Context: an optimization exercise on an open-source flow, tuned for small area and a short achievable clock period. The choices shown serve that exercise and are no tape-out recipe. Where RTL was checked, it was by simulation tests only, not by an equivalence proof against the original.

Setup of wip/amber:
// mul_pipe_single
module mul_pipe_single #(
  parameter XLEN    = 32,
  parameter RD_BITS = 5,
  parameter TAG_W   = 4
) (
  input  wire                 clk,
  input  wire                 rst,
  input  wire                 EX_mul,
  input  wire [XLEN-1:0]      EX_mul_a,
  input  wire [XLEN-1:0]      EX_mul_b,
  input  wire [RD_BITS-1:0]   EX_mul_rd,
  input  wire [TAG_W-1:0]     EX_mul_tag,
  input  wire                 MEM_we,     
  input  wire                 MEM_jlx,    
  output wire                 mul_result_valid,
  output wire [XLEN-1:0]      mul_result,
  output wire [RD_BITS-1:0]   mul_rd,           
  output wire [TAG_W-1:0]     mul_result_tag,   
  output wire                 mul_busy,
  output wire [RD_BITS-1:0]   mul_busy_rd,
  output wire [TAG_W-1:0]     mul_busy_tag,
  output wire                 mul_wb_conflict_stall,
  output wire                 mul_issue_stall
);
For scale: roughly 840 cells after synthesis, roughly 8500 sq um of cells after synthesis.
clock: 10.0 ns
lec_check: 0
abc_clock_period_in_ps: 4000
cap_margin: 20
core_margin: 2
core_utilization: 40
cts_buf_list: sky130_fd_sc_hd__clkbuf_4 sky130_fd_sc_hd__clkbuf_8
slew_margin: 20
standard.sh (not shown) runs the stock make flow with config.mk's settings and CLKGATE_MAP_FILE= SYNTH_SCRIPT=/design/flow/synth_recipe.tcl, a recipe that flattens the netlist after the stock synthesis.
==> flow/flow/run.sh <==
#!/bin/bash
# Layout flow: the standard ORFS flow (standard.sh, unchanged synthesis), with
#  - after synthesis, flow/polarity.py flips full-adder cells (FA(~a,~b,~c) = ~FA(a,b,c))
#    so that fewer inverters are needed around them; registers are untouched
#  - port buffers made of plain buffers instead of the delay cells buffer_ports picks
set -euo pipefail
cd "$(dirname "$0")/.."
source flow/params.sh
export BUFFER_PORTS_ARGS
export SETUP_SLACK_MARGIN
R=orfs/results/sky130hd/mul_pipe_single/base
bash standard.sh synth > synth.log 2>&1
if [[ "${POLARITY:-1}" == 1 ]]; then
  cp $R/1_2_yosys.v $R/1_2_yosys.std.v
  python3 flow/polarity.py $R/1_2_yosys.std.v $R/1_2_yosys.v > polarity.log 2>&1
  rm -f $R/1_synth.odb
fi
bash standard.sh > standard.log 2>&1
==> flow/flow/params.sh <==
BUFFER_PORTS_ARGS="-buffer_cell sky130_fd_sc_hd__buf_1"
SETUP_SLACK_MARGIN=6.0
POLARITY=1
Other scripts of this flow, unchanged in this note and not shown: flow/flow/polarity.py
Inputs modified between wip/amber and wip/harbor:
Settings: ABC_CLOCK_PERIOD_IN_PS removed (was 4000); CTS_BUF_LIST changed from sky130_fd_sc_hd__clkbuf_4 sky130_fd_sc_hd__clkbuf_8 to sky130_fd_sc_hd__clkbuf_8.
==> results.txt <==
wip/harbor: PASS, flow complete, no timing, DRC or antenna violations
Between wip/harbor and wip/amber, the count of clock-buffer cells in the layout figures differ only marginally.
As far as number of placed instances, taps included goes, wip/harbor and wip/amber are indistinguishable; the numbers are identical.
As far as half-perimeter wire length of the detailed placement result goes, wip/harbor and wip/amber are indistinguishable; the numbers are identical.
## Diff of input files: wip/umber against wip/harbor
Settings: CTS_BUF_LIST removed (was sky130_fd_sc_hd__clkbuf_8); ABC_AREA newly set to 1.
-- flow/flow/params.sh --
<<< wip/harbor, line 2
SETUP_SLACK_MARGIN=6.0
>>> wip/umber, line 2
SETUP_SLACK_MARGIN=5.0
Findings:
wip/umber finished end to end and its layout was clean on timing, DRC and antenna.
Taking wip/harbor as the reference, in wip/umber sequential portion of the cell area now larger, largest net degree at the start of global routing now smaller.
[wip/umber] post-placement worst setup slack fell 0.093 ns relative to wip/harbor
Measured against each other, wip/umber and wip/harbor differ in post-synth net total, the higher figure coming from wip/umber.
Of wip/umber and wip/harbor, the lower global routing usage on met3 belongs to wip/harbor.
Relative to wip/harbor, wip/umber degrades aggregate routed wire length.
The die boundary width in wip/umber was higher than what wip/harbor gave.
Delta (wip/umber minus wip/harbor): wire length of the first global-routing pass climbed about 10%, number of antenna violations at the first check in global routing barely changed.
> inputs changed (wip/umber -> wip/indigo)
Settings: a deleted ABC_AREA that had been 1.
-- flow/flow/params.sh --
<<< wip/umber, line 2
SETUP_SLACK_MARGIN=5.0
>>> wip/indigo, line 2
SETUP_SLACK_MARGIN=4.0
--- outcome ---
wip/indigo vs. wip/umber: total of plain and repair buffers excluding clock buffers shows an increase of 5, post-synth design cell area now sits lower, multi-input gate count decreased 111.


Setup of lane 1:
mul_pipe_single, a different RTL version from the one above (not shown whole).
Size in the first run: about 130 I/O pins, ~0.0088 mm2 of cells after synthesis.
==> flow/config.mk <==
export PLATFORM = sky130hd
export DESIGN_NAME = mul_pipe_single
export DESIGN_NICKNAME = mul_pipe_single
export VERILOG_FILES = /design/flow/design.v
export SDC_FILE = /design/flow/constraint.sdc
export NUM_CORES = 4
export LEC_CHECK = 0
export CAP_MARGIN = 20
export CORE_MARGIN = 2
export CORE_UTILIZATION = 40
export SLEW_MARGIN = 20
==> flow/constraint.sdc <==
create_clock -name core_clock -period 10.0 [get_ports {clk}]
set_input_delay 2.0000 -clock core_clock [delete_from_list [all_inputs] [get_ports {clk}]]
set_output_delay 2.0000 -clock core_clock [all_outputs]
set_load 0.01 [all_outputs]
==> flow/flow/params.sh <==
BUFFER_PORTS_ARGS="-buffer_cell sky130_fd_sc_hd__buf_1"
SETUP_SLACK_MARGIN=5.6
POLARITY=1
==> flow/flow/polarity.py <==
#!/usr/bin/env python3
"""Remove inverters around full adders in a flat gate-level netlist.

A full adder is self-dual: FA(~a, ~b, ~c) = (~cout, ~sum). So a full-adder cell can be
"flipped" (fed the complements of its inputs, its outputs then carry the complements of
their old values) without changing the circuit's function. This script chooses which
full adders to flip so that as few inverters as possible are needed, then rewrites the
netlist: inverters that only feed cell pins are removed and re-created where needed.
Registers, ports and all other cells are untouched.

usage: polarity.py IN.v OUT.v
"""
import re
import sys
from collections import defaultdict

INV = re.compile(r'sky130_fd_sc_hd__(clk)?inv_\d+$')
FA = re.compile(r'sky130_fd_sc_hd__fa_\d+$')
OUTPINS = {'X', 'Y', 'Q', 'Q_N', 'SUM', 'COUT', 'HI', 'LO'}

src = open(sys.argv[1]).read()
m = re.search(r'\bmodule\b.*?;', src, re.S)
endm = src.rindex('endmodule')
body = src[m.end():endm]

# statements of the module body
stmts = [s for s in re.split(r';', body)]
cells = []    # dict(type, name, pins: [(pin, net)], idx)
other = []    # (idx, text)
ports = set()
for i, s in enumerate(stmts):
    t = s.strip()
    if not t:
        continue
    cm = re.match(r'(sky130_fd_sc_hd__\w+)\s+(\S+)\s*\((.*)\)\s*$', t, re.S)
    if cm:
        pins = [(p, n.strip()) for p, n in re.findall(r'\.(\w+)\(([^()]*)\)', cm.group(3))]
        cells.append({'type': cm.group(1), 'name': cm.group(2), 'pins': pins})
        continue
    pm = re.match(r'(input|output|inout)\s+(\[[^\]]*\]\s*)?(\S+)', t)
    if pm:
        ports.add(pm.group(3))
    other.append(t)

def base_name(net):
    return re.sub(r'\s*\[\d+\]$', '', net.strip())

driver = {}
loads = defaultdict(list)   # net -> [(cell index, pin index)]
for ci, c in enumerate(cells):
    for pi, (p, n) in enumerate(c['pins']):
        if p in OUTPINS:
            driver[n] = ci
        else:
            loads[n].append((ci, pi))
# nets read by assign statements or ports count as fixed loads
assign_rhs = set()
for t in other:
    am = re.match(r'assign\s+(.*?)\s*=\s*(.*)$', t, re.S)
    if am:
        for tok in re.findall(r'\\\S+|[A-Za-z_][\w$]*(?:\s*\[\d+\])?', am.group(2)):
            assign_rhs.add(tok.strip())

def is_port_net(n):
    return base_name(n) in ports

# removable inverters: output feeds only cell input pins, is no port, no assign source
removable = set()
for ci, c in enumerate(cells):
    if INV.match(c['type']):
        y = dict(c['pins'])['Y']
        if not is_port_net(y) and y not in assign_rhs and y in loads:
            removable.add(ci)

def resolve(net):
    """logical source of a net: (base net, polarity) through removable inverters"""
    pol = 0
    seen = 0
    while net in driver and driver[net] in removable and seen < 100:
        net = dict(cells[driver[net]]['pins'])['A']
        pol ^= 1
        seen += 1
    return net, pol

fas = [ci for ci, c in enumerate(cells) if FA.match(c['type'])]
flip = defaultdict(int)

# load requirements: list of (cell index, pin index, base, pol)
reqs = []
for ci, c in enumerate(cells):
    if ci in removable:
        continue
    for pi, (p, n) in enumerate(c['pins']):
        if p in OUTPINS:
            continue
        b, pol = resolve(n)
        reqs.append((ci, pi, b, pol))
by_base = defaultdict(list)
by_cell = defaultdict(list)
for r in reqs:
    by_base[r[2]].append(r)
    by_cell[r[0]].append(r)

def phys(b):
    d = driver.get(b)
    return flip[d] if d is not None and FA.match(cells[d]['type']) else 0

def need(r):
    ci, pi, b, pol = r
    want = pol ^ (flip[ci] if FA.match(cells[ci]['type']) else 0)
    return want ^ phys(b)

def base_cost(b):
    return 1 if any(need(r) for r in by_base[b]) else 0

def fa_bases(ci):
    bs = {r[2] for r in by_cell[ci]}
    for p, n in cells[ci]['pins']:
        if p in OUTPINS:
            bs.add(n)
    return bs

total0 = sum(base_cost(b) for b in by_base)
improved = True
passes = 0
while improved and passes < 50:
    improved = False
    passes += 1
    for ci in fas:
        bs = fa_bases(ci)
        before = sum(base_cost(b) for b in bs)
        flip[ci] ^= 1
        after = sum(base_cost(b) for b in bs)
        if after < before:
            improved = True
        else:
            flip[ci] ^= 1
total1 = sum(base_cost(b) for b in by_base)

# rewrite
def esc(n):
    return n + ' ' if n.startswith('\\') else n

comp = {}
newcells = []
k = 0
for b in by_base:
    if base_cost(b):
        k += 1
        nn = f'polinv_n{k}'
        comp[b] = nn
        newcells.append(f'  sky130_fd_sc_hd__inv_1 polinv_{k} (\n    .A({esc(b)}),\n    .Y({nn})\n  );')
for r in reqs:
    ci, pi, b, pol = r
    p, _ = cells[ci]['pins'][pi]
    cells[ci]['pins'][pi] = (p, comp[b] if need(r) else b)

out = [src[:m.end()], '\n']
for t in other:
    out.append('  ' + t + ' ;\n')
for nn in comp.values():
    out.append(f'  wire {nn};\n')
for ci, c in enumerate(cells):
    if ci in removable:
        continue
    pins = ',\n'.join(f'    .{p}({esc(n)})' for p, n in c['pins'])
    out.append(f'  {c["type"]} {c["name"]} (\n{pins}\n  );\n')
out.append('\n'.join(newcells) + '\n')
out.append(src[endm:])
open(sys.argv[2], 'w').write(''.join(out))
print(f'polarity: {len(fas)} full adders, {sum(flip[c] for c in fas)} flipped, '
      f'inverters {len(removable)} removable -> {len(comp)} needed '
      f'(cost before {total0}, after {total1})', file=sys.stderr)
Scripts as last shown in full above: flow/flow/run.sh
For lane 2, these inputs were changed with respect to lane 1:
Settings: CTS_BUF_LIST newly set to sky130_fd_sc_hd__clkbuf_4 sky130_fd_sc_hd__clkbuf_8.
==> flow/flow/params.sh <==
BUFFER_PORTS_ARGS="-buffer_cell sky130_fd_sc_hd__buf_1"
SETUP_SLACK_MARGIN=6.0
POLARITY=1
-- flow/flow/polarity.py --
<<< lane 1, line 2
"""Remove inverters around full adders in a flat gate-level netlist.

A full adder is self-dual: FA(~a, ~b, ~c) = (~cout, ~sum). So a full-adder cell can be
"flipped" (fed the complements of its inputs, its outputs then carry the complements of
their old values) without changing the circuit's function. This script chooses which
>>> lane 2, line 2
"""Remove inverters around full adders in a flat gate-level netlist.

An xor2/xnor2 cell can be swapped for the other to invert its output. A full adder is self-dual: FA(~a, ~b, ~c) = (~cout, ~sum). So a full-adder cell can be
"flipped" (fed the complements of its inputs, its outputs then carry the complements of
their old values) without changing the circuit's function. This script chooses which
<<< lane 1, line 11
usage: polarity.py IN.v OUT.v
"""
import re
import sys
>>> lane 2, line 11
usage: polarity.py IN.v OUT.v
"""
import random
import re
import sys
<<< lane 1, line 17
INV = re.compile(r'sky130_fd_sc_hd__(clk)?inv_\d+$')
FA = re.compile(r'sky130_fd_sc_hd__fa_\d+$')
OUTPINS = {'X', 'Y', 'Q', 'Q_N', 'SUM', 'COUT', 'HI', 'LO'}

>>> lane 2, line 18
INV = re.compile(r'sky130_fd_sc_hd__(clk)?inv_\d+$')
FA = re.compile(r'sky130_fd_sc_hd__fa_\d+$')
XO = re.compile(r'sky130_fd_sc_hd__x(n?)or2_(\d+)$')
OUTPINS = {'X', 'Y', 'Q', 'Q_N', 'SUM', 'COUT', 'HI', 'LO'}

<<< lane 1, line 84

fas = [ci for ci, c in enumerate(cells) if FA.match(c['type'])]
flip = defaultdict(int)

>>> lane 2, line 86

fas = [ci for ci, c in enumerate(cells) if FA.match(c['type'])]
xos = [ci for ci, c in enumerate(cells) if XO.match(c['type'])]
flip = defaultdict(int)

<<< lane 1, line 104
def phys(b):
    d = driver.get(b)
    return flip[d] if d is not None and FA.match(cells[d]['type']) else 0

def need(r):
>>> lane 2, line 107
def phys(b):
    d = driver.get(b)
    return flip[d] if d is not None and (FA.match(cells[d]['type']) or XO.match(cells[d]['type'])) else 0

def need(r):
<<< lane 1, line 122

total0 = sum(base_cost(b) for b in by_base)
improved = True
passes = 0
while improved and passes < 50:
    improved = False
    passes += 1
    for ci in fas:
        bs = fa_bases(ci)
        before = sum(base_cost(b) for b in bs)
        flip[ci] ^= 1
        after = sum(base_cost(b) for b in bs)
        if after < before:
            improved = True
        else:
            flip[ci] ^= 1
total1 = sum(base_cost(b) for b in by_base)

>>> lane 2, line 125

total0 = sum(base_cost(b) for b in by_base)
movable = fas + xos
rng = random.Random(1)
best = None
for trial in range(30):
    if trial:
        for ci in movable:
            flip[ci] = best[ci]
        # perturb the best solution a little, then descend again
        for ci in rng.sample(movable, max(1, len(movable) // 10)):
            flip[ci] ^= 1
    for sweep in range(200):
        changed = False
        order = list(movable)
        rng.shuffle(order)
        for ci in order:
            bs = fa_bases(ci)
            before = sum(base_cost(b) for b in bs)
            flip[ci] ^= 1
            after = sum(base_cost(b) for b in bs)
            if after < before:
                changed = True
            elif after == before and rng.random() < 0.3 and sweep < 150:
                pass
            else:
                flip[ci] ^= 1
        if not changed and sweep >= 150:
            break
    cost = sum(base_cost(b) for b in by_base)
    if best is None or cost < best_cost:
        best, best_cost = {ci: flip[ci] for ci in movable}, cost
for ci in movable:
    flip[ci] = best[ci]
total1 = sum(base_cost(b) for b in by_base)

<<< lane 1, line 164
    if ci in removable:
        continue
    pins = ',\n'.join(f'    .{p}({esc(n)})' for p, n in c['pins'])
    out.append(f'  {c["type"]} {c["name"]} (\n{pins}\n  );\n')
>>> lane 2, line 185
    if ci in removable:
        continue
    xm = XO.match(c['type'])
    if xm and flip[ci]:
        c['type'] = f"sky130_fd_sc_hd__{'xor2' if xm.group(1) else 'xnor2'}_{xm.group(2)}"
        # xor2 drives X, xnor2 drives Y
        c['pins'] = [({'X': 'Y', 'Y': 'X'}.get(p, p), n) for p, n in c['pins']]
    pins = ',\n'.join(f'    .{p}({esc(n)})' for p, n in c['pins'])
    out.append(f'  {c["type"]} {c["name"]} (\n{pins}\n  );\n')
<<< lane 1, line 170
open(sys.argv[2], 'w').write(''.join(out))
print(f'polarity: {len(fas)} full adders, {sum(flip[c] for c in fas)} flipped, '
      f'inverters {len(removable)} removable -> {len(comp)} needed '
      f'(cost before {total0}, after {total1})', file=sys.stderr)
>>> lane 2, line 196
open(sys.argv[2], 'w').write(''.join(out))
print(f'polarity: {len(fas)} full adders, {sum(flip[c] for c in fas)} flipped, '
      f'{sum(flip[c] for c in xos)} of {len(xos)} xor/xnor swapped, inverters {len(removable)} removable -> {len(comp)} needed '
      f'(cost before {total0}, after {total1})', file=sys.stderr)
[summary]
- All of lane 2 and lane 1 finish clean.
- Comparing the two runs side by side, lane 2 comes out ahead of lane 1 on worst-case headroom to the max-slew limit.
- Lane 2 reports a higher clock-buffer cell count than lane 1 does.
- Cmp lane 2 and lane 1 / global-route usage / higher: lane 2
- Post-route met1 wirelength in lane 2 is about 8% lower than in lane 1


north:
Another version of the RTL of mul_pipe_single (not shown whole).
Size: about 820 cells after synthesis, roughly 130 I/O pins, ~8800 um2 of cells after synthesis.
export LEC_CHECK = 0
export CAP_MARGIN = 20
export CORE_MARGIN = 2
export CORE_UTILIZATION = 40
export SLEW_MARGIN = 20
create_clock -name core_clock -period 10.0 [get_ports {clk}]
==> flow/flow/params.sh <==
BUFFER_PORTS_ARGS="-buffer_cell sky130_fd_sc_hd__buf_1"
SETUP_SLACK_MARGIN=5.5
POLARITY=1
Scripts as last shown in full above: flow/flow/run.sh
Other scripts of this flow, unchanged in this note and not shown: flow/flow/polarity.py
north reached the final stage; the timing, DRC and antenna checks on its layout passed.
--- input diff north..middle ---
==> flow/flow/params.sh <==
BUFFER_PORTS_ARGS="-buffer_cell sky130_fd_sc_hd__buf_1"
SETUP_SLACK_MARGIN=5.0
POLARITY=1
==> comparison <==
middle was carried through to the last stage, and its layout satisfied the timing, DRC and antenna checks.
Detailed route, middle vs north: via total lower for middle
On middle: post-synthesis to final-layout area growth is 5.4 points lower than what north gave.
Function was not checked in any run of this note: the RTL went through the layout flow alone.

==> port drivers added, routing unchanged <==
The flow's constraints put no driver on any port. The routed layouts listed below were extracted and timed again, unchanged, in two steps. Step 1 assumes that a clkbuf_16 drives the clock port and a buf_2 every other input. Step 2 moves the port delays by t, midway between the first and last clock arrival at a register: inputs arrive t later, outputs are due t later. That takes back most of the time a late clock gives input paths. a / b / c = no drivers / after step 1 / after step 2; a / b = the first two.
run | t, ns | setup slack, ns | worst setup path at the end | cell pins on the clock port's net
wip/amber | 0.432 | 5.492 / 5.492 / 5.492 | register to register | 1
wip/harbor | 0.432 | 5.492 / 5.492 / 5.492 | register to register | 1
wip/umber | 0.406 | 5.255 / 5.255 / 5.255 | register to register | 1
wip/indigo | 0.406 | 4.555 / 4.555 / 4.555 | register to register | 1
lane 1 | 0.412 | 5.351 / 5.351 / 5.351 | register to register | 1
lane 2 | 0.431 | 5.524 / 5.524 / 5.524 | register to register | 1
north | 0.471 | 5.640 / 5.623 / 5.623 | input to output | 1
middle | 0.468 | 5.264 / 5.264 / 5.264 | register to register | 1
After both steps every run listed still meets setup and hold. For north, which loses most, drivers alone change the setup slack by -0.017 ns; drivers and shift together by -0.017 ns.
